This design comes from an exercise in tuning for small area on the open sky130 flow, not from production work. At most, simulation tests tie the RTL to the original design; equivalence was not proved. For run 1, only the layout was checked, not whether the RTL still works. No activity file was given, so power comes from the tool's default toggle rates.

File: config.mk
export PLATFORM = sky130hd
export DESIGN_NAME = main
export DESIGN_NICKNAME = main
export VERILOG_FILES = /design/flow/design.v
export SDC_FILE = /design/flow/constraint.sdc
export NUM_CORES = 8
export LEC_CHECK = 0
export ABC_AREA = 1
export CAP_MARGIN = 20
export CORE_MARGIN = 2
export CORE_UTILIZATION = 40
export CTS_BUF_LIST = sky130_fd_sc_hd__clkbuf_8
export CTS_CLUSTER_DIAMETER = 80
export CTS_CLUSTER_SIZE = 16
export SLEW_MARGIN = 20
File: constraint.sdc
create_clock -name core_clock -period 150.0 [get_ports {clk_100M}]
set_input_delay 30.0000 -clock core_clock [delete_from_list [all_inputs] [get_ports {clk_100M}]]
set_output_delay 30.0000 -clock core_clock [all_outputs]
set_load 0.01 [all_outputs]
File: design.v
`timescale 10 ns/1 ns
module div(
  input clk,
  input start,           
  input busy,
  input [4:0] step,
  input low,
  input [19:0] mc,
  input [27:0] fhigh,
  output reg [31:0] dec
);
localparam [27:0] FREQ_NUM = 28'd500_000;
reg mode_low;
reg [18:0] rem;        
reg [19:0] dvs;        
wire abit = FREQ_NUM[5'd27 - step];
wire [19:0] r = {rem, abit};
reg [19:0] diff;
reg nb;
integer k;
always @(*) begin
    nb = 1'b1;
    for (k = 0; k < 20; k = k + 1) begin
        diff[k] = r[k] ^ ~dvs[k] ^ nb;
        nb = (r[k] & ~dvs[k]) | (r[k] & nb) | (~dvs[k] & nb);
    end
end
wire qb = nb & (|diff);
wire bit_in = mode_low ? qb : rem[18];
always @(posedge clk) begin
    if (start)
        mode_low <= low;
    if (start)
        rem <= low ? 19'd0 : fhigh[27:9];
    else if (mode_low)
        rem <= qb ? diff[18:0] : r[18:0];
    else
        rem <= {rem[17:0], dvs[19]};
    if (start)
        dvs[19:11] <= low ? mc[19:11] : fhigh[8:0];
    else if (!mode_low)
        dvs[19:11] <= {dvs[18:11], 1'b0};
    if (start)
        dvs[10:0] <= mc[10:0];
end
reg [31:0] adj;
integer i;
always @(*) begin
    for (i = 0; i < 8; i = i + 1)
        adj[4*i +: 4] = (dec[4*i +: 4] > 4'd4) ? dec[4*i +: 4] + 4'd3 : dec[4*i +: 4];
end
always @(posedge clk) begin
    if (start)
        dec <= 0;
    else if (busy)
        dec <= {adj[30:0], bit_in};
end
endmodule
`timescale 10 ns/1 ns
module frequency
(
  input clk, rst,
  input sig,             
  input rise,            
  input clk_1Hz,
  input gate_pulse,
  output [27:0] fhigh_nx,      
  output reg [19:0] mc,
  output low_nx,               
  output [6:0] duty_nx         
);
function [31:0] inc(input [31:0] x, input ci);
    integer i;
    reg c;
    begin
        c = ci;
        for (i = 0; i < 32; i = i + 1) begin
            inc[i] = x[i] ^ c;
            c = c & x[i];
        end
    end
endfunction
reg [31:0] counter;
wire [31:0] counter_inc = inc(counter, 1'b1);
always @(posedge clk or negedge rst) begin
    if (!rst)
        counter <= 0;
    else
        counter <= rise ? 32'd0 : counter_inc;
end
always @(posedge clk or negedge rst) begin
    if (!rst)
        mc <= 0;
    else if (rise)
        mc <= {|counter[31:19], counter[18:0]};
end
reg last_1Hz;
reg [27:0] freq_count;
wire gate_edge = rise & ~last_1Hz & clk_1Hz;
wire [27:0] freq_count_inc = inc({4'd0, freq_count}, rise);
always @(posedge clk or negedge rst) begin
    if (!rst) begin
        freq_count <= 0;
        last_1Hz <= 0;
    end
    else begin
        freq_count <= gate_edge ? 28'd0 : freq_count_inc;
        if (rise)
            last_1Hz <= clk_1Hz;
    end
end
reg [27:0] fhigh;
assign fhigh_nx = gate_edge ? freq_count : fhigh;
always @(posedge clk or negedge rst) begin
    if (!rst)
        fhigh <= 0;
    else
        fhigh <= fhigh_nx;
end
reg low_ok;
reg low;
wire mc_ge_500 = (|mc[19:9]) | (&mc[8:4] & (mc[3] | mc[2]));
wire fh_le_1000 = ~(|fhigh[27:10]) &
                  ~(&fhigh[9:5] & (fhigh[4] | fhigh[3] & (|fhigh[2:0])));
assign low_nx = low ? low_ok : fh_le_1000;
always @(posedge clk or negedge rst) begin
    if (!rst) begin
        low_ok <= 0;
        low <= 1;
    end
    else begin
        low_ok <= mc_ge_500;
        low <= low_nx;
    end
end
reg [12:0] cnt;
reg [6:0] quo;
reg [12:0] lim;    
reg [6:0] base;    
always @(*) begin
    casez (quo)
        7'b??????0: begin base = 7'd1;  lim = 13'd4999; end
        7'b?????01: begin base = 7'd2;  lim = 13'd5000; end
        7'b????011: begin base = 7'd4;  lim = 13'd5002; end
        7'b???0111: begin base = 7'd8;  lim = 13'd5006; end
        7'b??01111: begin base = 7'd16; lim = 13'd5014; end
        7'b?011111: begin base = 7'd32; lim = 13'd5030; end
        default:    begin base = 7'd64; lim = 13'd5062; end
    endcase
end
wire hit = sig & (cnt == lim);
wire [12:0] cnt_inc = inc({19'd0, cnt}, sig);
wire [6:0] quo_inc = inc({25'd0, quo}, hit);
reg [6:0] duty;
assign duty_nx = gate_pulse ? quo : duty;
always @(posedge clk) begin
    duty <= duty_nx;
    cnt <= gate_pulse ? 13'd0 : hit ? {6'd0, base} : cnt_inc;
    quo <= gate_pulse ? 7'd0 : quo_inc;
end
endmodule
`timescale 10 ns/1 ns
module bin2dec(
    input [6:0] bin,
    output [7:0] number
);
reg [18:0] t;
integer i;
always @(*) begin
    t = {12'd0, bin};
    for (i = 0; i < 7; i = i + 1) begin
        if (t[10:7] > 4'd4)
            t[10:7] = t[10:7] + 4'd3;
        if (t[14:11] > 4'd4)
            t[14:11] = t[14:11] + 4'd3;
        t = t << 1;
    end
end
assign number = t[14:7];
endmodule
`timescale 10 ns/1 ns
module time_difference(
    input clk,
    input rst,
    input rise0,
    input rise1,
    output reg [31:0] differ
);
reg count_en, last_en;
always @(posedge clk or negedge rst) begin
    if (!rst) begin
        count_en <= 0;
        last_en <= 0;
    end
    else begin
        if (rise0)
            count_en <= 1;
        else if (rise1)
            count_en <= 0;
        last_en <= count_en;
    end
end
reg [32:0] counter;
wire wrap = (counter == 33'h1_3421_7727);
reg [32:0] inc;
reg c;
integer i;
always @(*) begin
    c = count_en;
    for (i = 0; i < 8; i = i + 1) begin
        inc[4*i]   = counter[4*i] ^ c;
        inc[4*i+1] = counter[4*i+1] ^ (c & counter[4*i]);
        inc[4*i+2] = counter[4*i+2] ^ (c & counter[4*i] & counter[4*i+1]);
        inc[4*i+3] = counter[4*i+3] ^ (c & counter[4*i] & counter[4*i+1] & counter[4*i+2]);
        if (c & counter[4*i] & counter[4*i+3]) begin    
            inc[4*i +: 4] = 4'd0;
            c = 1'b1;
        end
        else
            c = 1'b0;
    end
    inc[32] = counter[32] ^ c;
end
wire capture = last_en & ~count_en;
always @(posedge clk or negedge rst) begin
    if (!rst)
        counter <= 0;
    else
        counter <= (capture | (count_en & wrap)) ? 33'd0 : inc;
end
always @(posedge clk or negedge rst) begin
    if (!rst)
        differ <= 0;
    else if (capture)
        differ <= counter[31:0];
end
endmodule
`timescale 10 ns/1 ns
module RAM_set(
    input [4:0] code,
    input [2:0] col,
    input [2:0] line,
    output pix
);
reg [7:0] bits;
always @(*) begin
    case ({code, col})
        {5'd0, 3'd1}: bits = 8'b00111110;   
        {5'd0, 3'd2}: bits = 8'b01010001;   
        {5'd0, 3'd3}: bits = 8'b01001001;   
        {5'd0, 3'd4}: bits = 8'b01000101;   
        {5'd0, 3'd5}: bits = 8'b00111110;   
        {5'd1, 3'd2}: bits = 8'b01000010;   
        {5'd1, 3'd3}: bits = 8'b01111111;   
        {5'd1, 3'd4}: bits = 8'b01000000;   
        {5'd2, 3'd1}: bits = 8'b01000010;   
        {5'd2, 3'd2}: bits = 8'b01100001;   
        {5'd2, 3'd3}: bits = 8'b01010001;   
        {5'd2, 3'd4}: bits = 8'b01001001;   
        {5'd2, 3'd5}: bits = 8'b01000110;   
        {5'd3, 3'd1}: bits = 8'b00100010;   
        {5'd3, 3'd2}: bits = 8'b01000001;   
        {5'd3, 3'd3}: bits = 8'b01001001;   
        {5'd3, 3'd4}: bits = 8'b01001001;   
        {5'd3, 3'd5}: bits = 8'b00110110;   
        {5'd4, 3'd1}: bits = 8'b00011000;   
        {5'd4, 3'd2}: bits = 8'b00010100;   
        {5'd4, 3'd3}: bits = 8'b00010010;   
        {5'd4, 3'd4}: bits = 8'b01111111;   
        {5'd4, 3'd5}: bits = 8'b00010000;   
        {5'd5, 3'd1}: bits = 8'b00100111;   
        {5'd5, 3'd2}: bits = 8'b01000101;   
        {5'd5, 3'd3}: bits = 8'b01000101;   
        {5'd5, 3'd4}: bits = 8'b01000101;   
        {5'd5, 3'd5}: bits = 8'b00111001;   
        {5'd6, 3'd1}: bits = 8'b00111110;   
        {5'd6, 3'd2}: bits = 8'b01001001;   
        {5'd6, 3'd3}: bits = 8'b01001001;   
        {5'd6, 3'd4}: bits = 8'b01001001;   
        {5'd6, 3'd5}: bits = 8'b00110010;   
        {5'd7, 3'd1}: bits = 8'b01100001;   
        {5'd7, 3'd2}: bits = 8'b00010001;   
        {5'd7, 3'd3}: bits = 8'b00001001;   
        {5'd7, 3'd4}: bits = 8'b00000101;   
        {5'd7, 3'd5}: bits = 8'b00000011;   
        {5'd8, 3'd1}: bits = 8'b00110110;   
        {5'd8, 3'd2}: bits = 8'b01001001;   
        {5'd8, 3'd3}: bits = 8'b01001001;   
        {5'd8, 3'd4}: bits = 8'b01001001;   
        {5'd8, 3'd5}: bits = 8'b00110110;   
        {5'd9, 3'd1}: bits = 8'b00100110;   
        {5'd9, 3'd2}: bits = 8'b01001001;   
        {5'd9, 3'd3}: bits = 8'b01001001;   
        {5'd9, 3'd4}: bits = 8'b01001001;   
        {5'd9, 3'd5}: bits = 8'b00111110;   
        {5'd10, 3'd1}: bits = 8'b01111111;   
        {5'd10, 3'd2}: bits = 8'b00001001;   
        {5'd10, 3'd3}: bits = 8'b00001001;   
        {5'd10, 3'd4}: bits = 8'b00001001;   
        {5'd10, 3'd5}: bits = 8'b00000001;   
        {5'd11, 3'd2}: bits = 8'b00110110;   
        {5'd11, 3'd3}: bits = 8'b00110110;   
        {5'd12, 3'd1}: bits = 8'b01111111;   
        {5'd12, 3'd2}: bits = 8'b00001000;   
        {5'd12, 3'd3}: bits = 8'b00001000;   
        {5'd12, 3'd4}: bits = 8'b00001000;   
        {5'd12, 3'd5}: bits = 8'b01111111;   
        {5'd13, 3'd1}: bits = 8'b01100001;   
        {5'd13, 3'd2}: bits = 8'b01010001;   
        {5'd13, 3'd3}: bits = 8'b01001001;   
        {5'd13, 3'd4}: bits = 8'b01000101;   
        {5'd13, 3'd5}: bits = 8'b01000011;   
        {5'd14, 3'd1}: bits = 8'b01111111;   
        {5'd14, 3'd2}: bits = 8'b01000001;   
        {5'd14, 3'd3}: bits = 8'b01000001;   
        {5'd14, 3'd4}: bits = 8'b01000001;   
        {5'd14, 3'd5}: bits = 8'b00111110;   
        {5'd15, 3'd1}: bits = 8'b00111111;   
        {5'd15, 3'd2}: bits = 8'b01000000;   
        {5'd15, 3'd3}: bits = 8'b01000000;   
        {5'd15, 3'd4}: bits = 8'b01000000;   
        {5'd15, 3'd5}: bits = 8'b00111111;   
        {5'd16, 3'd1}: bits = 8'b00000001;   
        {5'd16, 3'd2}: bits = 8'b00000001;   
        {5'd16, 3'd3}: bits = 8'b01111111;   
        {5'd16, 3'd4}: bits = 8'b00000001;   
        {5'd16, 3'd5}: bits = 8'b00000001;   
        {5'd17, 3'd1}: bits = 8'b00000011;   
        {5'd17, 3'd2}: bits = 8'b00000100;   
        {5'd17, 3'd3}: bits = 8'b01111000;   
        {5'd17, 3'd4}: bits = 8'b00000100;   
        {5'd17, 3'd5}: bits = 8'b00000011;   
        {5'd18, 3'd1}: bits = 8'b01111111;   
        {5'd18, 3'd2}: bits = 8'b01000000;   
        {5'd18, 3'd3}: bits = 8'b01000000;   
        {5'd18, 3'd4}: bits = 8'b01000000;   
        {5'd18, 3'd5}: bits = 8'b01000000;   
        {5'd19, 3'd1}: bits = 8'b00100110;   
        {5'd19, 3'd2}: bits = 8'b01001001;   
        {5'd19, 3'd3}: bits = 8'b01001001;   
        {5'd19, 3'd4}: bits = 8'b01001001;   
        {5'd19, 3'd5}: bits = 8'b00110010;   
        default: bits = 8'b0;
    endcase
end
assign pix = bits[line];
endmodule
`timescale 10 ns/1 ns
module vga_char_display(
    input clk,
    input rst,
    input [31:0] f_0,
    input [6:0] duty_0,
    input [31:0] f_1,
    input [6:0] duty_1,
    input [31:0] differ,
    output st_a,
    output st_c,
    output [3:0] r,
    output [3:0] g,
    output [3:0] b,
    output reg hs,
    output reg vs
);
function [7:0] inc8(input [7:0] x);
    integer i;
    reg c;
    begin
        c = 1'b1;
        for (i = 0; i < 8; i = i + 1) begin
            inc8[i] = x[i] ^ c;
            c = c & x[i];
        end
    end
endfunction
reg [1:0] ph;
always @(posedge clk or negedge rst) begin
    if (!rst)
        ph <= 0;
    else
        ph <= {ph[1] ^ ph[0], ~ph[0]};
end
wire ce_25M = (ph == 2'd0);
reg [6:0] hg;
reg [2:0] hc;
reg [5:0] vg;
reg [3:0] vl;
wire h_sync = (hg >= 7'd126) | (hg < 7'd12) | ((hg == 7'd12) & (hc <= 3'd2));  
wire h_last = (hg == 7'd112) & (hc == 3'd6);                    
wire h_first = (hg == 7'd126) & (hc == 3'd5);                   
wire v_sync = (vg == 6'd2) & (vl <= 4'd4);                      
wire v_last = (vg == 6'd60) & (vl == 4'd5);                     
always @(posedge clk or negedge rst) begin
    if (!rst) begin
        hg <= 7'd126;
        hc <= 3'd5;
        hs <= 0;
    end
    else if (ce_25M) begin
        if (h_last) begin
            hg <= 7'd126;
            hc <= 3'd5;
        end
        else begin
            hs <= ~h_sync;
            if (hc == 3'd6) begin
                hc <= 0;
                hg <= inc8({1'b0, hg});
            end
            else
                hc <= inc8({5'd0, hc});
        end
    end
end
wire hs_fall = ce_25M & hs & h_sync;
always @(posedge clk or negedge rst) begin
    if (!rst) begin
        vg <= 6'd2;
        vl <= 4'd3;
        vs <= 0;
    end
    else if (hs_fall) begin
        if (v_last) begin
            vg <= 6'd2;
            vl <= 4'd3;
        end
        else begin
            vs <= ~v_sync;
            if (vl == 4'd8) begin
                vl <= 0;
                vg <= inc8({2'b0, vg});
            end
            else
                vl <= inc8({4'd0, vl});
        end
    end
end
wire at_wrap = h_first & hs & v_last;      
assign st_a = ce_25M & h_last & v_last;
assign st_c = at_wrap & (ph == 2'd3);
reg shown;
reg [6:0] duty_0_s, duty_1_s;
reg [31:0] differ_s;
always @(posedge clk or negedge rst) begin
    if (!rst)
        shown <= 0;
    else if (st_a)
        shown <= 1;
end
always @(posedge clk) begin
    if (st_a) begin
        duty_0_s <= duty_0;
        duty_1_s <= duty_1;
    end
    if (st_c)
        differ_s <= differ;
end
wire [2:0] row = vg[2:0];
wire in_row = (vg[5:3] == 3'b100) & (vg[2:0] <= 3'd4) & (vl != 4'd8);
wire [3:0] ci = hg[3:0];
wire in_col = (hg[6:4] == 3'b100) & (hg[3:0] <= 4'd11);
wire [7:0] duty_dec;
bin2dec B2D(
    .bin(row[1] ? duty_1_s : duty_0_s),
    .number(duty_dec)
);
reg [31:0] num;
always @(*) begin
    case (row)
        3'd0: num = f_0;
        3'd2: num = f_1;
        default: num = differ_s;
    endcase
end
reg [3:0] digit_v;
always @(*) begin
    case (ci)
        4'd2: digit_v = num[31:28];
        4'd3: digit_v = num[27:24];
        4'd4: digit_v = num[23:20];
        4'd5: digit_v = num[19:16];
        4'd6: digit_v = num[15:12];
        4'd7: digit_v = num[11:8];
        4'd8: digit_v = num[7:4];
        default: digit_v = num[3:0];
    endcase
end
wire [3:0] digit = shown ? digit_v : 4'd0;
wire [3:0] ddigit = shown ? (ci[0] ? duty_dec[7:4] : duty_dec[3:0]) : 4'd0;
reg [4:0] code;
always @(*) begin
    code = 5'd31;
    if (row[0]) begin    
        case (ci)
            4'd0: code = 5'd14;
            4'd1: code = 5'd15;
            4'd2: code = 5'd16;
            4'd3: code = 5'd17;
            4'd4: code = 5'd11;
            4'd5: code = {1'b0, ddigit};
            4'd6: code = {1'b0, ddigit};
            default: code = 5'd31;
        endcase
    end
    else begin           
        case (ci)
            4'd0: code = row[2] ? 5'd14 : 5'd10;
            4'd1: code = 5'd11;
            4'd10: code = row[2] ? 5'd18 : 5'd12;
            4'd11: code = row[2] ? 5'd19 : 5'd13;
            default: code = {1'b0, digit};
        endcase
    end
end
wire pix;
RAM_set CG(
    .code(code),
    .col(hc),
    .line(vl[2:0]),
    .pix(pix)
);
reg lit;
always @(posedge clk or negedge rst) begin
    if (!rst)
        lit <= 0;
    else if (ce_25M)
        lit <= pix & in_row & in_col;
end
assign r = {4{lit}};
assign g = {4{lit}};
assign b = {4{lit}};
endmodule
`timescale 10 ns/1 ns
module main
(
  input clk_100M,
  input rst,
  input sign_in_0,
  input sign_in_1,
  output [3:0] r,
  output [3:0] g,
  output [3:0] b,
  output hs,
  output vs
);
function [31:0] inc(input [31:0] x, input ci);
    integer i;
    reg c;
    begin
        c = ci;
        for (i = 0; i < 32; i = i + 1) begin
            inc[i] = x[i] ^ c;
            c = c & x[i];
        end
    end
endfunction
reg [17:0] clk_count;
reg clk_1Hz;
wire gate_end = (clk_count == 18'd159_553);
always @(posedge clk_100M or negedge rst) begin
    if (!rst) begin
        clk_count <= 0;
        clk_1Hz <= 1;
    end
    else begin
        clk_count <= gate_end ? 18'd0 : {clk_count[16:0], ~(clk_count[17] ^ clk_count[10])};
        if (gate_end)
            clk_1Hz <= ~clk_1Hz;
    end
end
wire gate_pulse = clk_1Hz & (clk_count == 18'd1);
reg s0_d1, s0_d2, s1_d1, s1_d2;
always @(posedge clk_100M or negedge rst) begin
    if (!rst) begin
        s0_d1 <= 0;
        s0_d2 <= 1;
        s1_d1 <= 0;
        s1_d2 <= 1;
    end
    else begin
        s0_d1 <= sign_in_0;
        s0_d2 <= s0_d1;
        s1_d1 <= sign_in_1;
        s1_d2 <= s1_d1;
    end
end
wire rise_0 = s0_d1 & ~s0_d2;
wire rise_1 = s1_d1 & ~s1_d2;
wire st_a, st_c;
wire [27:0] fhigh_0, fhigh_1;
wire [19:0] mc_0, mc_1;
wire low_0, low_1;
wire [6:0] duty_0, duty_1;    
frequency FreQ_0(
    .clk(clk_100M),
    .rst(rst),
    .sig(s0_d1),
    .rise(rise_0),
    .clk_1Hz(clk_1Hz),
    .gate_pulse(gate_pulse),
    .fhigh_nx(fhigh_0),
    .mc(mc_0),
    .low_nx(low_0),
    .duty_nx(duty_0)
);
frequency FreQ_1(
    .clk(clk_100M),
    .rst(rst),
    .sig(s1_d1),
    .rise(rise_1),
    .clk_1Hz(clk_1Hz),
    .gate_pulse(gate_pulse),
    .fhigh_nx(fhigh_1),
    .mc(mc_1),
    .low_nx(low_1),
    .duty_nx(duty_1)
);
wire [31:0] differ;
time_difference P_D(
    .clk(clk_100M),
    .rst(rst),
    .rise0(rise_0),
    .rise1(rise_1),
    .differ(differ)
);
reg [4:0] step;
wire busy = ~(step[4] & step[3] & step[2]);
wire [4:0] step_inc = inc({27'd0, step}, busy);
always @(posedge clk_100M or negedge rst) begin
    if (!rst)
        step <= 5'd28;
    else
        step <= st_a ? 5'd0 : step_inc;
end
wire [31:0] f_0_s, f_1_s;
div CV_0(
    .clk(clk_100M),
    .start(st_a),
    .busy(busy),
    .step(step),
    .low(low_0),
    .mc(mc_0),
    .fhigh(fhigh_0),
    .dec(f_0_s)
);
div CV_1(
    .clk(clk_100M),
    .start(st_a),
    .busy(busy),
    .step(step),
    .low(low_1),
    .mc(mc_1),
    .fhigh(fhigh_1),
    .dec(f_1_s)
);
vga_char_display VGA(
    .clk(clk_100M),
    .rst(rst),
    .f_0(f_0_s),
    .duty_0(duty_0),
    .f_1(f_1_s),
    .duty_1(duty_1),
    .differ(differ),
    .st_a(st_a),
    .st_c(st_c),
    .r(r),
    .g(g),
    .b(b),
    .hs(hs),
    .vs(vs)
);
endmodule
File: flow/run.sh
#!/bin/bash
# Layout flow: the standard flow (standard.sh), with one change: the
# synthesis maps the logic with an area-oriented ABC script (abc_area.script
# here) in place of ORFS's, which buffers and upsizes for speed. Everything
# else, including the registers the synthesis makes, is the standard flow's.
set -euo pipefail
here=$(pwd)
rm -rf "$here/scripts_own"
mkdir -p "$here/scripts_own"
cp -r "$FLOW_HOME/scripts/." "$here/scripts_own/"
cp "$here/flow/abc_area.script" "$here/scripts_own/abc_area.script"
export SCRIPTS_DIR="$here/scripts_own"
bash standard.sh synth > "$here/synth.log" 2>&1
bash standard.sh > "$here/layout.log" 2>&1
File: flow/abc_area.script
strash
dch -f
amap
File: standard.sh
#!/bin/bash
# synth_recipe.tcl (not shown) runs the flow's synth.tcl, then flattens the netlist and writes it again
# the make line also repeats each setting of config.mk as NAME=value (left out here)
make -C /OpenROAD-flow-scripts/flow DESIGN_CONFIG=/design/flow/config.mk WORK_HOME=/design/flow/orfs CLKGATE_MAP_FILE= SYNTH_SCRIPT=/design/flow/synth_recipe.tcl "${@:-finish}"
==> flow_metrics.py, run 1 <==
metrics = {
    "status": {
        "status": "no timing/DRC/antenna violations",
    },
    "sta": {
        "worstMarginPinSlew_ps": 953,
        "rsz0062_at_grt": "no",
        "final.setup.tns_ps": 0,
        "fin_hold_ws_ps": 378,
        "fin_worst_skew_ps": 25.5,
        "final.setup.worst_slack_ps": 118170,
        "setup_viol": 0,
        "finalHoldViolCount": 0,
        "min_period_over_period_pct": 21.2,
        "slew_violations": 0,
        "clock.fmax_ghz": 0.0314,
        "min_period_ps": 31830,
        "slew_headroom_pct": 36.4,
    },
    "logic_synthesis": {
        "avgSynthCellArea_um2": 10.7,
        "synth_edf_count": 88,
        "synth_seq_cells": 587,
        "synth_top_cell_area_share_pct": 29.6,
        "synth.most_common_cell": "dfrtp_1",
        "synth_cell_types": 49,
        "syn_inst": 2567,
        "synthArstFlopShare_pct": 58.4,
        "synth_common_cells": "dfrtp_1, clkinv_1, nor2_1",
        "synthFlopType": "dfrtp_1",
        "yosys.area.top_type": "dfrtp_1",
        "synth_nets": 2854,
        "synth_area_leaders": "dfrtp_1, dfxtp_1, ha_1",
        "yosys_warnings": 7,
        "ys_seq_area_share_pct": 52.4,
        "syn-cell-area_um2": 27400,
    },
    "clocking": {
        "clock-root-buffer": "clkbuf_8",
        "post-cts-setup-buffer-count": 0,
        "cts_max_path_buffers": 3,
        "cts-resized-gates": 0,
        "clock-sinks": 587,
        "ctsHoldBuffers": 0,
        "cts.clk_slew.worst_paths_ps": 110,
        "worstSkewPairLatency_ps": 660,
        "cts_made_buffers": 43,
        "h-tree-depth": 2,
        "cts_tree": "yes",
    },
    "pwr": {
        "pwr-share-comb_pct": 7.1,
        "ir_worst_vdd_mv": 0.00884,
        "leakage_nw": 13.3,
        "p_sw_share_pct": 24.6,
        "p_per_area_nw_per_um2": 9.39,
        "power_frac_seq_pct": 63.3,
        "p_clk_share_pct": 29.6,
        "p_switching_mw": 0.0686,
        "p_int_mw": 0.211,
    },
    "worst_setup_path": {
        "cp_slowest_cell": "clkdlybuf4s50_1",
        "worstPathCellList": "clkdlybuf4s50_1",
        "start_kind": "register",
        "slowest_delay_ps": 610,
        "cp.required_ps": 120000,
        "critPathMaxFanout": 13,
        "endpoint_kind": "output pin",
        "crit_cells": 1,
        "crit_family": "buffers and inverters",
        "crit_arrival_ps": 1830,
        "rr_worst_depth": 34,
        "crit_type": "reg -> out",
        "path_buf_inv": 1,
    },
    "global_route": {
        "grt_usage_pct": 16.8,
        "antenna_found_initial": 1,
        "grt_max_degree": 184,
        "grt_pass1_wl_um": 98900,
        "overflow": 0,
        "grt_pass1_vias": 19441,
    },
    "place": {
        "gp_congestion": 0.888,
        "hpwl_um": 40700,
        "numPortBuffers": 17,
        "pre_cts_ws_ps": 117730,
        "place_area_um2": 28900,
    },
    "flow_run": {
        "max_cap_viol_count": 0,
    },
    "floorplanning": {
        "pin_count": 18,
        "die-area_um2": 70700,
        "core_um2": 68200,
        "start_util_pct": 40.2,
        "die_w_um": 266,
        "rows": 96,
        "chipHeight_um": 266,
    },
    "detailed_routing": {
        "first_iter_violations": 1486,
        "ant_nets": 0,
        "dr.pass1.iters": 7,
        "drt_wl_total_um": 58200,
        "drc_errors": 0,
        "wire_per_inst_um": 16.4,
        "vias": 19464,
        "routed_via_density": 5.47,
    },
    "final_layout": {
        "finish.utilization_pct": 43.6,
        "final-seq-area_um2": 14400,
        "multiInputGateArea_um2": 11800,
        "final_area_um2": 29700,
        "finalNetCount": 2926,
        "syn2layout_area_growth_pct": 8.39,
        "final_layout_size_suffix_gt1_share_pct": 4.34,
        "fill_cells": 6393,
    },
    "hold_path": {
        "min_path_cells": 0,
        "hold_path.class": "reg -> reg",
    },
}
==> flip-flops by register name, indices dropped and copies added, names as in the netlist, 18 cells and up <==
register / flops
CV_0.dec: 32
CV_0.dvs: 20
CV_0.rem: 19
CV_1.dec: 32
CV_1.dvs: 20
CV_1.rem: 19
FreQ_0.counter: 32
FreQ_0.fhigh: 28
FreQ_0.freq_count: 28
FreQ_0.mc: 20
FreQ_1.counter: 32
FreQ_1.fhigh: 28
FreQ_1.freq_count: 28
FreQ_1.mc: 20
P_D.counter: 33
P_D.differ: 32
VGA.differ_s: 32
clk_count: 18
==> power groups by stage <==
| stage | Sequential, mW | Clock [mW] | Combinational (mW) |
|---|---|---|---|
| 6_report | 0.177 | 0.0828 | 0.0197 |
| 5_1_grt | 0.178 | 0.0926 | 0.0234 |
| 3_5_place_dp | 0.180 | 0 | 0.0198 |
| 3_3_place_gp | 0.180 | 0 | 0.0190 |
| 2_1_floorplan | 0.178 | 0 | 0.0144 |
| 4_1_cts | 0.177 | 0.0867 | 0.0202 |
==> cells by family after synthesis <==
family | after synthesis | synth area share, %
buffers and inverters | 343 | 4.86
flip-flops | 587 | 52.4
AO/OA/AOI/OAI | 669 | 16.6
AND/OR/NAND/NOR | 682 | 12.1
XOR/XNOR | 3 | 0.0958
adder cells (fa/ha/maj) | 283 | 13.9
==> per-stage QoR <==
step / total power [mW] / std cells
after CTS: 0.284 / 3555
after floorplan: 0.192 / 2567
after global routing: 0.294 / 3557
final: 0.279 / 3557
after detailed placement: 0.200 / 3475
after global placement: 0.199 / 3474
==> layer usage <==
| metal | wire length, µm | up-vias | global-route usage (%) |
|---|---|---|---|
| met2 | 27300 | 409 | 27.8 |
| met4 | 1300 | 0 | 4.31 |
| li1 | - | 9493 | - |
| met1 | 27300 | 9472 | 23.4 |
| met5 | 0 | - | 0 |
| met3 | 2380 | 90 | 2.13 |
==> cells in the final DEF, fill, tap and decap left out, types with 38 or more instances in the layout <==
cell,count
clkbuf_8,46
edfxtp_1,88
dfxtp_1,156
ha_1,245
a21oi_1,107
dfrtp_1,324
nor2b_1,134
o21ai_0,116
o22a_1,93
clkinv_1,320
o22ai_1,172
nand2_1,86
nor3_1,39
fa_1,38
nor2_1,280
==> final cells by class <==
| class | instances | share of cell area [%] |
|---|---|---|
| repair buffers | 48 | 1.49 |
| flip-flops and latches | 587 | 48.3 |
| well taps | 882 | 3.71 |
| clock inverters | 34 | 0.581 |
| multi-input cells | 1637 | 39.7 |
| clock buffers | 46 | 2.13 |
| inverters | 322 | 4.07 |
| diodes | 1 | 0.00842 |
==> path summary, 6_finish.rpt <==
path	startpoint	end	slack, ps
min in group asynchronous	rst	FreQ_1.counter[26]$_DFF_PN0_	29380
worst min register to register	clk_count[4]$_DFF_PN0_	clk_count[5]$_DFF_PN0_	380
worst min-delay path	clk_count[4]$_DFF_PN0_	clk_count[5]$_DFF_PN0_	380
max in group asynchronous	rst	FreQ_0.fhigh[22]$_DFF_PN0_	119120
worst max register to register	step[2]$_DFF_PN1_	CV_0.rem[11]$_DFF_P_	137580
worst max-delay path	VGA.lit$_DFFE_PN0N_	r[2]	118170
==> run 2: changes to the inputs <==
--- a/design.v
+++ b/design.v
@@ -3,8 +3,17 @@
   input clk,
-  input start,           
-  input busy,
-  input [4:0] step,
-  input low,
-  input [19:0] mc,
-  input [27:0] fhigh,
+  input rst,
+  input st_a,
+  input st_c,
+  input low_0,             
+  input low_1,
+  input [19:0] mc_0,       
+  input [19:0] mc_1,
+  input [27:0] fh_0,       
+  input [27:0] fh_1,
+  input [6:0] duty_0,      
+  input [6:0] duty_1,
+  input [26:0] differ,     
+  input conv,              
+  input [2:0] row,         
+  input shown,             
   output reg [31:0] dec
@@ -12,5 +21,41 @@
 localparam [27:0] FREQ_NUM = 28'd500_000;
-reg mode_low;
-reg [18:0] rem;        
-reg [19:0] dvs;        
+function [31:0] inc(input [31:0] x, input ci);
+    integer i;
+    reg c;
+    begin
+        c = ci;
+        for (i = 0; i < 32; i = i + 1) begin
+            inc[i] = x[i] ^ c;
+            c = c & x[i];
+        end
+    end
+endfunction
+reg [4:0] step;
+wire last = (step == 5'd27);
+always @(posedge clk or negedge rst) begin
+    if (!rst)
+        step <= 0;
+    else
+        step <= (st_a | last) ? 5'd0 : inc({27'd0, step}, 1'b1);
+end
+reg [1:0] dstate;
+reg mode_0, mode_1;
+always @(posedge clk or negedge rst) begin
+    if (!rst)
+        dstate <= 2'd2;
+    else if (st_a)
+        dstate <= 2'd0;
+    else if (last & ~dstate[1])
+        dstate <= {dstate[0], ~dstate[0]};
+end
+always @(posedge clk) begin
+    if (st_a) begin
+        mode_0 <= low_0;
+        mode_1 <= low_1;
+    end
+end
+wire div_0 = (dstate == 2'd0) & mode_0;
+wire div_1 = (dstate == 2'd1) & mode_1;
+reg [18:0] rem;
+reg [19:0] dvs;
 wire abit = FREQ_NUM[5'd27 - step];
@@ -27,20 +72,36 @@
 end
-wire qb = nb & (|diff);
-wire bit_in = mode_low ? qb : rem[18];
+wire qb = (div_0 | div_1) & nb & (|diff);
+reg [27:0] s0, s1, s2;
+reg [6:0] s3, s4;
+wire next_div = last & (dstate == 2'd0);
 always @(posedge clk) begin
-    if (start)
-        mode_low <= low;
-    if (start)
-        rem <= low ? 19'd0 : fhigh[27:9];
-    else if (mode_low)
-        rem <= qb ? diff[18:0] : r[18:0];
-    else
-        rem <= {rem[17:0], dvs[19]};
-    if (start)
-        dvs[19:11] <= low ? mc[19:11] : fhigh[8:0];
-    else if (!mode_low)
-        dvs[19:11] <= {dvs[18:11], 1'b0};
-    if (start)
-        dvs[10:0] <= mc[10:0];
+    rem <= (st_a | next_div) ? 19'd0 : qb ? diff[18:0] : r[18:0];
+    if (st_a)
+        dvs <= mc_0;
+    else if (next_div)
+        dvs <= {s1[18:0], s1[27]};       
+    s0 <= st_a ? fh_0 : {s0[26:0], div_0 ? qb : s0[27]};
+    s1 <= st_a ? (low_1 ? {8'd0, mc_1} : fh_1) : {s1[26:0], div_1 ? qb : s1[27]};
+    s2 <= st_c ? {differ[24:0], 1'b0, differ[26:25]} : {s2[26:0], s2[27]};
+    s3 <= st_a ? duty_0 : {s3[5:0], s3[6]};
+    s4 <= st_a ? duty_1 : {s4[5:0], s4[6]};
 end
+reg cbusy;
+always @(posedge clk or negedge rst) begin
+    if (!rst)
+        cbusy <= 0;
+    else if (last)
+        cbusy <= conv;
+end
+reg src;
+always @(*) begin
+    case (row)
+        3'd0: src = s0[27];
+        3'd1: src = (step >= 5'd21) & s3[6];
+        3'd2: src = s1[27];
+        3'd3: src = (step >= 5'd21) & s4[6];
+        default: src = s2[27];
+    endcase
+end
+wire bit_in = shown & src;
 reg [31:0] adj;
@@ -52,6 +113,4 @@
 always @(posedge clk) begin
-    if (start)
-        dec <= 0;
-    else if (busy)
-        dec <= {adj[30:0], bit_in};
+    if (cbusy)
+        dec <= (step == 5'd0) ? {31'd0, bit_in} : {adj[30:0], bit_in};
 end
@@ -162,20 +221,2 @@
 `timescale 10 ns/1 ns
-module bin2dec(
-    input [6:0] bin,
-    output [7:0] number
-);
-reg [18:0] t;
-integer i;
-always @(*) begin
-    t = {12'd0, bin};
-    for (i = 0; i < 7; i = i + 1) begin
-        if (t[10:7] > 4'd4)
-            t[10:7] = t[10:7] + 4'd3;
-        if (t[14:11] > 4'd4)
-            t[14:11] = t[14:11] + 4'd3;
-        t = t << 1;
-    end
-end
-assign number = t[14:7];
-endmodule
 `timescale 10 ns/1 ns
@@ -186,3 +227,3 @@
     input rise1,
-    output reg [31:0] differ
+    output reg [26:0] differ
 );
@@ -202,5 +243,4 @@
 end
-reg [32:0] counter;
-wire wrap = (counter == 33'h1_3421_7727);
-reg [32:0] inc;
+reg [26:0] counter;
+reg [26:0] inc;
 reg c;
@@ -209,15 +249,6 @@
     c = count_en;
-    for (i = 0; i < 8; i = i + 1) begin
-        inc[4*i]   = counter[4*i] ^ c;
-        inc[4*i+1] = counter[4*i+1] ^ (c & counter[4*i]);
-        inc[4*i+2] = counter[4*i+2] ^ (c & counter[4*i] & counter[4*i+1]);
-        inc[4*i+3] = counter[4*i+3] ^ (c & counter[4*i] & counter[4*i+1] & counter[4*i+2]);
-        if (c & counter[4*i] & counter[4*i+3]) begin    
-            inc[4*i +: 4] = 4'd0;
-            c = 1'b1;
-        end
-        else
-            c = 1'b0;
+    for (i = 0; i < 27; i = i + 1) begin
+        inc[i] = counter[i] ^ c;
+        c = c & counter[i];
     end
-    inc[32] = counter[32] ^ c;
 end
@@ -228,3 +259,3 @@
     else
-        counter <= (capture | (count_en & wrap)) ? 33'd0 : inc;
+        counter <= capture ? 27'd0 : inc;
 end
@@ -234,3 +265,3 @@
     else if (capture)
-        differ <= counter[31:0];
+        differ <= counter;
 end
@@ -351,9 +382,8 @@
     input rst,
-    input [31:0] f_0,
-    input [6:0] duty_0,
-    input [31:0] f_1,
-    input [6:0] duty_1,
-    input [31:0] differ,
+    input [31:0] dec,      
     output st_a,
     output st_c,
+    output reg shown,      
+    output conv,           
+    output [2:0] row,      
     output [3:0] r,
@@ -440,5 +470,2 @@
 assign st_c = at_wrap & (ph == 2'd3);
-reg shown;
-reg [6:0] duty_0_s, duty_1_s;
-reg [31:0] differ_s;
 always @(posedge clk or negedge rst) begin
@@ -449,11 +476,4 @@
 end
-always @(posedge clk) begin
-    if (st_a) begin
-        duty_0_s <= duty_0;
-        duty_1_s <= duty_1;
-    end
-    if (st_c)
-        differ_s <= differ;
-end
-wire [2:0] row = vg[2:0];
+assign conv = ~hg[6] & ~hg[5];             
+assign row = vg[2:0];
 wire in_row = (vg[5:3] == 3'b100) & (vg[2:0] <= 3'd4) & (vl != 4'd8);
@@ -461,30 +481,15 @@
 wire in_col = (hg[6:4] == 3'b100) & (hg[3:0] <= 4'd11);
-wire [7:0] duty_dec;
-bin2dec B2D(
-    .bin(row[1] ? duty_1_s : duty_0_s),
-    .number(duty_dec)
-);
-reg [31:0] num;
-always @(*) begin
-    case (row)
-        3'd0: num = f_0;
-        3'd2: num = f_1;
-        default: num = differ_s;
-    endcase
-end
-reg [3:0] digit_v;
+reg [3:0] digit;
 always @(*) begin
     case (ci)
-        4'd2: digit_v = num[31:28];
-        4'd3: digit_v = num[27:24];
-        4'd4: digit_v = num[23:20];
-        4'd5: digit_v = num[19:16];
-        4'd6: digit_v = num[15:12];
-        4'd7: digit_v = num[11:8];
-        4'd8: digit_v = num[7:4];
-        default: digit_v = num[3:0];
+        4'd2: digit = dec[31:28];
+        4'd3: digit = dec[27:24];
+        4'd4: digit = dec[23:20];
+        4'd5: digit = row[0] ? dec[7:4] : dec[19:16];
+        4'd6: digit = row[0] ? dec[3:0] : dec[15:12];
+        4'd7: digit = dec[11:8];
+        4'd8: digit = dec[7:4];
+        default: digit = dec[3:0];
     endcase
 end
-wire [3:0] digit = shown ? digit_v : 4'd0;
-wire [3:0] ddigit = shown ? (ci[0] ? duty_dec[7:4] : duty_dec[3:0]) : 4'd0;
 reg [4:0] code;
@@ -499,4 +504,4 @@
             4'd4: code = 5'd11;
-            4'd5: code = {1'b0, ddigit};
-            4'd6: code = {1'b0, ddigit};
+            4'd5: code = {1'b0, digit};
+            4'd6: code = {1'b0, digit};
             default: code = 5'd31;
@@ -545,13 +550,2 @@
 );
-function [31:0] inc(input [31:0] x, input ci);
-    integer i;
-    reg c;
-    begin
-        c = ci;
-        for (i = 0; i < 32; i = i + 1) begin
-            inc[i] = x[i] ^ c;
-            c = c & x[i];
-        end
-    end
-endfunction
 reg [17:0] clk_count;
@@ -588,3 +582,2 @@
 wire rise_1 = s1_d1 & ~s1_d2;
-wire st_a, st_c;
 wire [27:0] fhigh_0, fhigh_1;
@@ -592,3 +585,3 @@
 wire low_0, low_1;
-wire [6:0] duty_0, duty_1;    
+wire [6:0] duty_0, duty_1;
 frequency FreQ_0(
@@ -617,3 +610,3 @@
 );
-wire [31:0] differ;
+wire [26:0] differ;
 time_difference P_D(
@@ -625,42 +618,33 @@
 );
-reg [4:0] step;
-wire busy = ~(step[4] & step[3] & step[2]);
-wire [4:0] step_inc = inc({27'd0, step}, busy);
-always @(posedge clk_100M or negedge rst) begin
-    if (!rst)
-        step <= 5'd28;
-    else
-        step <= st_a ? 5'd0 : step_inc;
-end
-wire [31:0] f_0_s, f_1_s;
-div CV_0(
-    .clk(clk_100M),
-    .start(st_a),
-    .busy(busy),
-    .step(step),
-    .low(low_0),
-    .mc(mc_0),
-    .fhigh(fhigh_0),
-    .dec(f_0_s)
-);
-div CV_1(
-    .clk(clk_100M),
-    .start(st_a),
-    .busy(busy),
-    .step(step),
-    .low(low_1),
-    .mc(mc_1),
-    .fhigh(fhigh_1),
-    .dec(f_1_s)
-);
-vga_char_display VGA(
+wire st_a, st_c, shown, conv;
+wire [2:0] row;
+wire [31:0] dec;
+div CV(
     .clk(clk_100M),
     .rst(rst),
-    .f_0(f_0_s),
+    .st_a(st_a),
+    .st_c(st_c),
+    .low_0(low_0),
+    .low_1(low_1),
+    .mc_0(mc_0),
+    .mc_1(mc_1),
+    .fh_0(fhigh_0),
+    .fh_1(fhigh_1),
     .duty_0(duty_0),
-    .f_1(f_1_s),
     .duty_1(duty_1),
     .differ(differ),
+    .conv(conv),
+    .row(row),
+    .shown(shown),
+    .dec(dec)
+);
+vga_char_display VGA(
+    .clk(clk_100M),
+    .rst(rst),
+    .dec(dec),
     .st_a(st_a),
     .st_c(st_c),
+    .shown(shown),
+    .conv(conv),
+    .row(row),
     .r(r),
==> run 2 against run 1 <==
Net effect:
- global-route usage decreased by 1.6 points
- sequential share of layout area increased by 2.6 points
- clock skew increased by 31 ps
- via count decreased by 17%
- critical path depth unchanged
- total power decreased by 6.6%
- area after synthesis decreased by 11%
- critical endpoint is now g[2]
- largest power group unchanged
==> flow_metrics.py, run 2 <==
metrics = {
    "worst_setup_path": {
        "endpoint_kind": "output pin",
        "reg2reg_to": "CV.rem[13]$_SDFF_PP0_",
        "path_buf_inv": 1,
        "cp_slowest_cell": "clkdlybuf4s50_1",
        "crit_type": "reg -> out",
        "crit_family": "buffers and inverters",
        "worstPathCellList": "clkdlybuf4s50_1",
        "setup.worst_path.start": "VGA.lit$_DFFE_PN0N_",
        "crit_arrival_ps": 1770,
        "start_kind": "register",
        "rr_worst_depth": 31,
        "critPathMaxFanout": 13,
        "cp.required_ps": 120000,
        "slowest_delay_ps": 610,
        "r2r-start": "CV.step[2]$_DFF_PN0_",
        "r2r_slack_ps": 137960,
    },
    "sta": {
        "rsz0062_at_grt": "no",
        "final.setup.tns_ps": 0,
        "slew_headroom_pct": 31.1,
        "setup_viol": 0,
        "fin_worst_skew_ps": 56.4,
        "slew_violations": 0,
        "clock.fmax_ghz": 0.0315,
        "min_period_over_period_pct": 21.2,
        "finalHoldViolCount": 0,
        "worstMarginPinSlew_ps": 1030,
        "min_period_ps": 31770,
    },
    "final_layout": {
        "final_area_um2": 26400,
        "top_regs": "CV.dec: 32 flops, FreQ_0.counter: 32 flops, FreQ_1.counter: 32 flops",
        "finalNetCount": 2491,
        "layout_common_cells": "dfrtp_1, ha_1, clkinv_1",
        "fill_cells": 5609,
        "final_layout_size_suffix_gt1_share_pct": 4.32,
        "final-seq-area_um2": 13400,
        "n_antenna_cell": 0,
        "final_common_cell": "dfrtp_1",
        "multiInputGateArea_um2": 10100,
        "syn2layout_area_growth_pct": 8.38,
    },
    "logic_synthesis": {
        "synth.most_common_cell": "dfrtp_1",
        "syn_inst": 2174,
        "avgSynthCellArea_um2": 11.2,
        "synth_top_cell_area_share_pct": 32.7,
        "ys_seq_area_share_pct": 55.3,
        "synth_cell_types": 55,
        "synthFlopType": "dfrtp_1",
        "syn-cell-area_um2": 24300,
        "synthArstFlopShare_pct": 59.8,
        "yosys_warnings": 6,
        "synth_seq_cells": 560,
        "synth_area_leaders": "dfrtp_1, dfxtp_1, ha_1",
        "synth_edf_count": 54,
        "synth_nets": 2428,
        "synth_common_cells": "dfrtp_1, ha_1, clkinv_1",
        "yosys.area.top_type": "dfrtp_1",
    },
    "floorplanning": {
        "die-area_um2": 62800,
        "die_w_um": 251,
        "rows": 90,
        "chipHeight_um": 251,
        "core_um2": 60200,
        "pin_count": 18,
        "start_util_pct": 40.4,
    },
    "global_route": {
        "grt_max_degree": 129,
        "overflow": 0,
        "grt_pass1_vias": 16255,
        "antenna_found_initial": 0,
        "grt_usage_pct": 15.2,
        "grt_pass1_wl_um": 80500,
    },
    "clocking": {
        "h-tree-depth": 2,
        "ctsHoldBuffers": 0,
        "cts.clk_slew.worst_paths_ps": 100,
        "clock-sinks": 560,
        "cts_max_path_buffers": 3,
        "cts-resized-gates": 0,
        "worstSkewPairLatency_ps": 650,
        "cts_tree": "yes",
        "cts_made_buffers": 41,
        "post-cts-setup-buffer-count": 0,
        "clock-root-buffer": "clkbuf_8",
    },
    "hold_path": {
        "min_to": "clk_count[5]$_DFF_PN0_",
        "min_path_cells": 0,
        "hold_path.class": "reg -> reg",
        "min_from": "clk_count[4]$_DFF_PN0_",
    },
    "detailed_routing": {
        "routed_via_density": 5.29,
        "ant_nets": 0,
        "drt_wl_total_um": 46900,
        "drc_errors": 0,
        "first_iter_violations": 865,
        "vias": 16147,
        "wire_per_inst_um": 15.4,
        "dr.pass1.iters": 5,
    },
    "place": {
        "place_area_um2": 25600,
        "gp_congestion": 0.835,
        "numPortBuffers": 17,
        "hpwl_um": 32000,
    },
    "flow_run": {
        "max_cap_viol_count": 0,
    },
    "pwr": {
        "ir_worst_vdd_mv": 0.00644,
        "p_per_area_nw_per_um2": 9.89,
        "leakage_nw": 12.1,
    },
    "status": {
        "status": "no timing/DRC/antenna violations",
    },
}
## run 2: cell types whose count changed in the layout (fill, tap and decap cells not counted), sizes merged, moves of 23 or more
cell	delta
nor2	-91
a21oi	-62
edfxtp	-34
clkinv	-120
o22a	+23
nand2	+55
a221oi	+27
o22ai	-110
nor2b	+26
and3	-24
## run 2: area by class of cell
cell class / count / share of cell area [%]
multi-input combinational: 1393 / 38.2
clock inverter: 32 / 0.555
clock buffer: 43 / 2.24
timing repair buffer: 41 / 1.50
tap: 782 / 3.71
sequential: 560 / 51.0
inverter: 200 / 2.85
## run 2: logic make-up after synthesis
family / Yosys count / share of synthesized area, %
and+or+nand+nor: 632 / 12.7
adders and majority gates: 250 / 13.4
DFF: 560 / 55.3
AOI/OAI and AO/OA: 509 / 15.0
xor gates and xnor gates: 2 / 0.0720
buffers and inverters: 221 / 3.59
## run 2: power breakdown
group / internal, mW / switching, mW / total (mW) / leakage [nW]
Clock: 0.0273 / 0.0484 / 0.0756 / 0.480
Sequential: 0.160 / 0.00560 / 0.166 / 6.29
Combinational: 0.00916 / 0.0101 / 0.0192 / 5.33
## run 2: worst max path at each step
stage                                  to  slack, ps  depth (start not counted)
2_1_floorplan                        b[0]     119340                          1
3_3_place_gp   P_D.differ[12]$_DFFE_PN0P_     117540                          3
3_5_place_dp    P_D.counter[13]$_DFF_PN0_     117470                          3
4_1_cts         FreQ_0.fhigh[1]$_DFF_PN0_     118160                          3
5_1_grt                              b[2]     118110                          1
6_report                             g[2]     118230                          1
## run 2: per-stage QoR
step | instances | setup slack, ps | power (mW) | utilization (%) | hold slack, ps
final | 3051 | 118230 | 0.261 | 43.8 | 383
after global routing | 3051 | 118110 | 0.275 | 43.8 | 397
after CTS | 3049 | 118160 | 0.265 | 43.7 | 393
after detailed placement | 2974 | 117470 | 0.189 | 42.5 | 363
after global placement | 2974 | 117540 | 0.188 | 42.5 | 352
after floorplan | 2174 | 119340 | 0.181 | - | 385
## run 2: routing by layer
metal | global-route usage [%] | wire length (µm) | vias up
met4 | 4.04 | 984 | 0
met5 | 0 | 0 | -
met1 | 20.3 | 21800 | 7888
met2 | 26.3 | 22800 | 219
met3 | 1.89 | 1360 | 70
li1 | - | - | 7970
==> run 3: changes to the inputs <==
--- a/design.v
+++ b/design.v
@@ -34,8 +34,4 @@
 wire last = (step == 5'd27);
-always @(posedge clk or negedge rst) begin
-    if (!rst)
-        step <= 0;
-    else
-        step <= (st_a | last) ? 5'd0 : inc({27'd0, step}, 1'b1);
-end
+always @(posedge clk)
+    step <= (st_a | last | ~rst) ? 5'd0 : inc({27'd0, step}, 1'b1);
 reg [1:0] dstate;
@@ -143,8 +139,4 @@
 wire [31:0] counter_inc = inc(counter, 1'b1);
-always @(posedge clk or negedge rst) begin
-    if (!rst)
-        counter <= 0;
-    else
-        counter <= rise ? 32'd0 : counter_inc;
-end
+always @(posedge clk)
+    counter <= (rise | ~rst) ? 32'd0 : counter_inc;
 always @(posedge clk or negedge rst) begin
@@ -159,12 +151,9 @@
 wire [27:0] freq_count_inc = inc({4'd0, freq_count}, rise);
+always @(posedge clk)
+    freq_count <= (gate_edge | ~rst) ? 28'd0 : freq_count_inc;
 always @(posedge clk or negedge rst) begin
-    if (!rst) begin
-        freq_count <= 0;
+    if (!rst)
         last_1Hz <= 0;
-    end
-    else begin
-        freq_count <= gate_edge ? 28'd0 : freq_count_inc;
-        if (rise)
-            last_1Hz <= clk_1Hz;
-    end
+    else if (rise)
+        last_1Hz <= clk_1Hz;
 end
@@ -248,3 +237,3 @@
 always @(*) begin
-    c = count_en;
+    c = 1'b1;
     for (i = 0; i < 27; i = i + 1) begin
@@ -255,8 +244,4 @@
 wire capture = last_en & ~count_en;
-always @(posedge clk or negedge rst) begin
-    if (!rst)
-        counter <= 0;
-    else
-        counter <= capture ? 27'd0 : inc;
-end
+always @(posedge clk)
+    counter <= count_en ? inc : 27'd0;
 always @(posedge clk or negedge rst) begin
@@ -553,12 +538,9 @@
 wire gate_end = (clk_count == 18'd159_553);
+always @(posedge clk_100M)
+    clk_count <= (gate_end | ~rst) ? 18'd0 : {clk_count[16:0], ~(clk_count[17] ^ clk_count[10])};
 always @(posedge clk_100M or negedge rst) begin
-    if (!rst) begin
-        clk_count <= 0;
+    if (!rst)
         clk_1Hz <= 1;
-    end
-    else begin
-        clk_count <= gate_end ? 18'd0 : {clk_count[16:0], ~(clk_count[17] ^ clk_count[10])};
-        if (gate_end)
-            clk_1Hz <= ~clk_1Hz;
-    end
+    else if (gate_end)
+        clk_1Hz <= ~clk_1Hz;
 end
==> run 3 against run 2 <==
Net effect:
- first-iteration DRC count up 28%
- global-route usage up 0.41 points
- combinational power up 67%
- clock skew down 6.7 ps
- count of clock-buffer cells in the layout up 1
- sequential share of layout area down 1.7 points
- critical endpoint is now FreQ_0.freq_count[8]$_SDFF_PP0_
- largest cell class unchanged
==> flow_metrics.py, run 3 <==
metrics = {
    "pwr": {
        "p_switching_mw": 0.0721,
        "power_frac_seq_pct": 60.4,
        "p_int_mw": 0.203,
        "p_clk_share_pct": 28.0,
        "p_per_area_nw_per_um2": 10.8,
        "ir_worst_vdd_mv": 0.00622,
        "pwr-share-comb_pct": 11.6,
        "leakage_nw": 11.6,
        "p_sw_share_pct": 26.2,
    },
    "floorplanning": {
        "pin_count": 18,
        "die-area_um2": 60700,
        "core_um2": 57900,
        "start_util_pct": 40.6,
        "rows": 88,
        "chipHeight_um": 246,
        "die_w_um": 246,
    },
    "sta": {
        "slew_violations": 0,
        "clock.fmax_ghz": 0.0314,
        "worstMarginPinSlew_ps": 950,
        "min_period_over_period_pct": 21.2,
        "rsz0062_at_grt": "no",
        "fin_hold_ws_ps": 398,
        "finalHoldViolCount": 0,
        "min_period_ps": 31840,
        "final.setup.tns_ps": 0,
        "setup_viol": 0,
        "fin_worst_skew_ps": 49.7,
        "slew_headroom_pct": 36.6,
    },
    "logic_synthesis": {
        "yosys_warnings": 6,
        "avgSynthCellArea_um2": 10.8,
        "yosys.area.top_type": "dfxtp_1",
        "synth_seq_cells": 560,
        "synth_top_cell_area_share_pct": 29.1,
        "synthFlopType": "dfxtp_1",
        "synth_area_leaders": "dfxtp_1, dfrtp_1, ha_1",
        "ys_seq_area_share_pct": 53.6,
        "syn-cell-area_um2": 23500,
        "synth_common_cells": "dfxtp_1, ha_1, clkinv_1",
        "syn_inst": 2183,
        "synth_nets": 2436,
        "synthArstFlopShare_pct": 29.5,
        "synth.most_common_cell": "dfxtp_1",
        "synth_cell_types": 53,
        "synth_edf_count": 54,
    },
    "detailed_routing": {
        "wire_per_inst_um": 15.2,
        "dr.pass1.iters": 5,
        "routed_via_density": 5.33,
        "drc_errors": 0,
        "ant_nets": 0,
        "first_iter_violations": 1105,
        "vias": 16284,
        "drt_wl_total_um": 46500,
    },
    "place": {
        "hpwl_um": 31600,
        "numPortBuffers": 17,
        "gp_congestion": 0.866,
    },
    "global_route": {
        "grt_use_met2_pct": 26.7,
        "antenna_found_initial": 0,
        "grt_pass1_wl_um": 79500,
        "grt_usage_pct": 15.7,
        "grt_use_met1_pct": 20.5,
        "overflow": 0,
        "busiest_layer": "met2",
        "grt_use_met3_pct": 2.12,
        "grt_max_degree": 148,
        "grt_pass1_vias": 16365,
    },
    "worst_setup_path": {
        "crit_type": "in -> reg",
        "cp_slowest_cell": "buf_4",
        "worstPathCellList": "buf_8 > buf_4 > buf_4 > and3_1",
        "crit_family": "buffers and inverters",
        "path_common_cell": "buf_4",
        "endpoint_kind": "register",
        "cp.required_ps": 150540,
        "start_kind": "input port",
        "path_buf_inv": 3,
        "crit_arrival_ps": 32390,
        "slowest_delay_ps": 830,
        "critPathMaxFanout": 147,
    },
    "flow_run": {
        "max_cap_viol_count": 0,
    },
    "clocking": {
        "cts_made_buffers": 42,
        "h-tree-depth": 2,
        "worstSkewPairLatency_ps": 640,
        "cts_tree": "yes",
        "cts.clk_slew.worst_paths_ps": 100,
        "cts-resized-gates": 0,
        "clock-root-buffer": "clkbuf_8",
        "cts_max_path_buffers": 3,
        "clock-sinks": 560,
        "post-cts-setup-buffer-count": 0,
        "ctsHoldBuffers": 0,
    },
    "final_layout": {
        "final_layout_size_suffix_gt1_share_pct": 4.37,
        "n_antenna_cell": 0,
        "final_common_cell": "dfxtp_1",
        "syn2layout_area_growth_pct": 8.73,
        "top_regs": "CV.dec: 32 flops, FreQ_0.counter: 32 flops, FreQ_1.counter: 32 flops",
        "finalNetCount": 2510,
        "layout_common_cells": "dfxtp_1, ha_1, clkinv_1",
    },
    "status": {
        "status": "no timing/DRC/antenna violations",
    },
    "hold_path": {
        "hold_path.class": "reg -> reg",
    },
}
==> run 3: power by group through the flow <==
stage	registers (mW)	logic, mW	clock network (mW)
floorplan	0.168	0.0237	0
CTS	0.166	0.0323	0.0809
detailed placement	0.170	0.0323	0
finish	0.166	0.0320	0.0772
global route	0.167	0.0371	0.0866
global placement	0.169	0.0307	0
==> run 3: final timing paths <==
check                                         startpoint                               to  slack (ps)  depth (start not counted)
min in group asynchronous                            rst        FreQ_1.mc[19]$_DFFE_PN0P_       29440                          1
worst max-delay path                                 rst  FreQ_0.freq_count[8]$_SDFF_PP0_      118160                          4
worst min register to register  P_D.count_en$_DFFE_PN0P_            P_D.last_en$_DFF_PN0_         400                          0
max in group asynchronous                            rst            VGA.vl[3]$_DFFE_PN0P_      118460                          3
worst min-delay path            P_D.count_en$_DFFE_PN0P_            P_D.last_en$_DFF_PN0_         400                          0
worst max register to register     CV.step[2]$_SDFF_PP0_                 CV.s0[0]$_DFF_P_      137950                         33
==> run 3: layer usage <==
layer,vias up,share of wire [%]
li1,8145,-
met1,7818,46
met2,248,48
met3,73,3.3
met4,0,2.3
met5,-,0
==> run 3: cell type report <==
class,instances,area (µm²)
Sequential cell,560,12600
Clock inverter,33,164
Tap cell,765,957
Multi-Input combinational cell,1404,10100
Clock buffer,44,606
Inverter,207,777
Timing Repair Buffer,42,363
Fill cell,5519,32400
==> run 3: stage by stage <==
| stage | instances | setup slack (ps) | power [mW] | utilization [%] | area, µm² |
|---|---|---|---|---|---|
| 2_1_floorplan | 2183 | 119340 | 0.192 | - | 23500 |
| 3_3_place_gp | 2978 | 117380 | 0.200 | 42.8 | 24800 |
| 3_5_place_dp | 2978 | 117320 | 0.202 | 42.8 | 24800 |
| 4_1_cts | 3055 | 117990 | 0.280 | 44.1 | 25500 |
| 5_1_grt | 3055 | 117750 | 0.291 | 44.1 | 25500 |
| 6_report | 3055 | 118160 | 0.275 | 44.1 | 25500 |
==> run 3: kinds of logic (layout without fill, tap and decap cells) <==
kind of cell | Yosys count | in the layout | share of synthesized area (%)
AO/OA/AOI/OAI | 518 | 518 | 15.6
XOR/XNOR | 2 | 2 | 0.0746
adder cells (fa/ha/maj) | 249 | 249 | 13.9
buffers and inverters | 219 | 326 | 3.69
flip-flops | 560 | 560 | 53.6
AND/OR/NAND/NOR | 635 | 635 | 13.1

afterwards: timing with drivers on the ports:
How much do the figures lean on ideal ports? The routed layouts below were timed once more, with nothing changed but the port constraints. Step 1 assumes that a clkbuf_16 drives the clock port and a buf_2 every other input. Step 2 times the ports against the registers' clock, not the clock port: input delays grow and output delays shrink by t, the midpoint of the rising clock arrivals with the driver on. a / b / c = no drivers / after step 1 / after step 2; a / b = the first two.
| run | shift t [ns] | setup WS [ns] | worst hold slack (ns) | worst setup path at the end | clock arrival spread, ns |
|---|---|---|---|---|---|
| run 1 | 0.696 | 118.168 / 118.115 / 118.431 | 0.378 / 0.378 / 0.378 | input, reset recovery | 0.026 / 0.026 |
| run 2 | 0.676 | 118.230 / 118.177 / 118.270 | 0.383 / 0.383 / 0.383 | input, reset recovery | 0.061 / 0.061 |
| run 3 | 0.666 | 118.156 / 118.159 / 117.492 | 0.398 / 0.398 / 0.398 | input to register | 0.050 / 0.049 |
After both steps every run listed still meets setup and hold. The setup slack of run 3, which loses most, moves by +0.003 ns with the drivers and by -0.664 ns with both steps. The worst setup slack also covers recovery checks on asynchronous resets.
